Context: an optimization exercise on an open-source flow, tuned for small area, a short achievable clock period and few clock cycles. The choices shown serve that exercise and are no tape-out recipe. In this exercise RTL edits were held to simulation tests only and were not proved equivalent to the original. The flow treats the clock pin as an ideal source, which a real chip does not have. Power figures rest on the tool's default switching activity, not on a simulated workload.

v25:
## fsm
module fsm(
    input [15:0] dataIn,
    input R_I,
    input reset,
    input clk,
    output reg REG_ERROR,
    output [15:0] dataOut,
    output reg R_O
);
==> flow/config.mk <==
export PLATFORM = sky130hd
export DESIGN_NAME = fsm
export DESIGN_NICKNAME = fsm
export VERILOG_FILES = /design/flow/design.v
export SDC_FILE = /design/flow/constraint.sdc
export NUM_CORES = 4
export LEC_CHECK = 0
export CAP_MARGIN = 20
export CORE_AREA = 2 2 62 62
export DIE_AREA = 0 0 64 64
export SETUP_SLACK_MARGIN = 2.72
export SLEW_MARGIN = 20
==> flow/constraint.sdc <==
create_clock -name core_clock -period 5.0 [get_ports {clk}]
set_input_delay 1.0000 -clock core_clock [delete_from_list [all_inputs] [get_ports {clk}]]
set_output_delay 1.0000 -clock core_clock [all_outputs]
set_load 0.01 [all_outputs]
standard.sh (not shown) runs the stock make flow with config.mk's settings and CLKGATE_MAP_FILE= SYNTH_SCRIPT=/design/flow/synth_recipe.tcl, a recipe that flattens the netlist after the stock synthesis.
==> flow/flow/run.sh <==
#!/bin/bash
# ORFS layout as in standard.sh (the standard flow's own layout), with two changes:
#  - synthesis is synth_recipe.tcl, except that ABC maps with the script in
#    flow/map.abc (plain mapping, no sizing: the resizer sizes the cells
#    later) and, if MY_ABC_AVOID is set, without the slow many-input cells it
#    names; registers are mapped as in synth_recipe.tcl and keep their names;
#  - plain buf_1 cells as the port buffers (the resizer upsizes them where
#    timing needs it).
# Settings are in flow/params.sh; the ORFS output goes to standard_flow.log
# and the per-step logs under orfs/logs.
set -euo pipefail
W=$PWD
source "$W/flow/params.sh"
export MY_ABC_D MY_ABC_SCRIPT
# cells whose names match MY_ABC_AVOID (a regular expression) are kept out of ABC's library
MY_ABC_DONTUSE=""
if [[ -n "${MY_ABC_AVOID:-}" ]]; then
  MY_ABC_DONTUSE=$(grep -oE '^\s*cell *\( *"?sky130_fd_sc_hd__[a-z0-9_]+' "$FLOW_HOME/platforms/sky130hd/lib/sky130_fd_sc_hd__tt_025C_1v80.lib" \
    | grep -oE 'sky130_fd_sc_hd__[a-z0-9_]+' | grep -E "sky130_fd_sc_hd__($MY_ABC_AVOID)" | tr '\n' ' ')
fi
export MY_ABC_DONTUSE
# clock tree options, if set, replace ORFS's defaults for clock_tree_synthesis
if [[ -n "${MY_CTS_ARGS:-}" ]]; then export CTS_ARGS="$MY_CTS_ARGS"; fi
# extra ORFS variables (NAME=value words), e.g. repair options
for kv in ${MY_ENV:-}; do export "$kv"; done
export BUFFER_PORTS_ARGS="-buffer_cell sky130_fd_sc_hd__buf_1"
sed "s#SYNTH_SCRIPT=[^ ]*#SYNTH_SCRIPT=$W/flow/my_synth.tcl#" standard.sh > my_standard.sh
bash my_standard.sh finish > standard_flow.log 2>&1
==> flow/flow/params.sh <==
MY_ABC_D=""
MY_ABC_SCRIPT="$W/flow/map.abc"
MY_ABC_AVOID="or4|and4|or3|and3|nor4|nand4|o41|a41|o311|a311|o2111|a2111|mux4|xor3|xnor3|maj3|fa_|ha_"
MY_CTS_ARGS=""
MY_ENV=""
Other scripts of this flow, unchanged in this note and not shown: flow/flow/map.abc, flow/flow/my_synth.tcl
v25 went all the way through the flow, and no timing, DRC or antenna check failed.
Testbench counts of v25, summed over its fixed seeds: cycles 24,000.
Input changes introduced in v58 (baseline for comparison: v25):
==> flow/flow/params.sh <==
MY_ABC_D=""
MY_ABC_SCRIPT="$W/flow/map.abc"
MY_ABC_AVOID="or4|and4|or3|and3|nor4|nand4|o41|a41|o311|a311|o2111|a2111|mux4|xor3|xnor3|maj3|fa_|ha_|a222oi|a221o|or2_0"
MY_CTS_ARGS=""
MY_ENV=""
diff --git a/flow/config.mk b/flow/config.mk
--- a/flow/config.mk
+++ b/flow/config.mk
@@ -10,3 +10,3 @@
 export DIE_AREA = 0 0 64 64
-export SETUP_SLACK_MARGIN = 2.72
+export SETUP_SLACK_MARGIN = 2.68
 export SLEW_MARGIN = 20
Findings:
v58 reached the end of the flow, and the finished layout is clean on the timing, DRC and antenna checks. Going from v25 to v58, total non-filler cell area in the finished layout fell 19 um2; share of total power in combinational logic decreased by 2.9 points relative to the old numbers; met2 routed wirelength shows a reduction of 4.5%.
### v58 -> v12
==> flow/flow/params.sh <==
MY_ABC_D=""
MY_ABC_SCRIPT="$W/flow/map.abc"
MY_ABC_AVOID="or4|and4|or3|and3|nor4|nand4|o41|a41|o311|a311|o2111|a2111|mux4|xor3|xnor3|maj3|fa_|ha_"
MY_CTS_ARGS=""
MY_ENV=""
diff --git a/flow/config.mk b/flow/config.mk
--- a/flow/config.mk
+++ b/flow/config.mk
@@ -10,2 +10,3 @@
 export DIE_AREA = 0 0 64 64
+export PLACE_DENSITY = 0.4
 export SETUP_SLACK_MARGIN = 2.68
Notes after the runs:
Comparing v58 with v12, the insertion delay to the later sink of the worst-skew pair came out essentially unchanged. Compared with v58, v12 shows routed wire length higher by 16%. v12: relative contribution of combinational cells to total power lower than v58. v12 has post-cts resize count above what v58 had.
For v38, these inputs were changed with respect to v12:
==> flow/flow/params.sh <==
MY_ABC_D=""
MY_ABC_SCRIPT="$W/flow/map.abc"
MY_ABC_AVOID="or4|and4|or3|and3|nor4|nand4|o41|a41|o311|a311|o2111|a2111|mux4|xor3|xnor3|maj3|fa_|ha_|o21a|a21o|o22a|a22o|or2|and2|o31a|a31o|o211a|a211o|o221a|a221o|o32a|a32o|o21ba|a21bo|mux2_"
MY_CTS_ARGS=""
MY_ENV=""
diff --git a/flow/config.mk b/flow/config.mk
--- a/flow/config.mk
+++ b/flow/config.mk
@@ -10,4 +10,3 @@
 export DIE_AREA = 0 0 64 64
-export PLACE_DENSITY = 0.4
-export SETUP_SLACK_MARGIN = 2.68
+export SETUP_SLACK_MARGIN = 2.6
 export SLEW_MARGIN = 20
==> summary.txt <==
Comparing v12 and v38, the lower number of cells in the finished layout apart from fillers was measured on v12. Of v12 and v38, the run reporting the lower post-synthesis instance area was v12. Compared with v12, v38 ends up with more cell area. Vias: v38 above v12. Delta (v38 minus v12): final critical delay including setup and external delays moved up, proportion of cell area occupied by multi-input gates rose 7.0 points, area overhead of the layout relative to synthesis shows a reduction of 3.5 points. A start point of the critical path of p1 is what v12 shows, while dataIn[4] belongs to v38.

[static timing again, ports no longer ideal]
In the flow no input, the clock included, has a driving cell. The finished layouts below were timed again as built, in two steps.
Step 1 sets driving cells, clkbuf_16 on the clock port and buf_2 on the other inputs (assumed; they add their load-dependent delay and slew).
Step 2 adds t to the input delays and takes it off the output delays; t is the mean of the earliest and latest rising clock arrival at the registers after step 1. Input paths then give back, and output paths get back, about the clock's delay inside the block.
a / b / c = ideal / step 1 / step 2; a / b = the first two.
run	t (ns)	setup slack, ns	hold WS [ns]	latest minus earliest clock arrival (ns)	slew at the worst register clock pin (ns)
v25	0.307	2.748 / 2.727 / 2.444	0.530 / 0.530 / 0.530	0.005 / 0.005	0.10 / 0.10
v58	0.296	2.783 / 2.764 / 2.507	0.527 / 0.527 / 0.527	0.002 / 0.001	0.10 / 0.10
v12	0.312	2.722 / 2.699 / 2.473	0.537 / 0.537 / 0.537	0.002 / 0.003	0.11 / 0.11
v38	0.296	2.697 / 2.698 / 2.401	0.560 / 0.560 / 0.560	0.009 / 0.009	0.10 / 0.10
After both steps every run listed still meets setup and hold. For v25, which loses most, drivers alone change the setup slack by -0.021 ns; drivers and shift together by -0.304 ns.
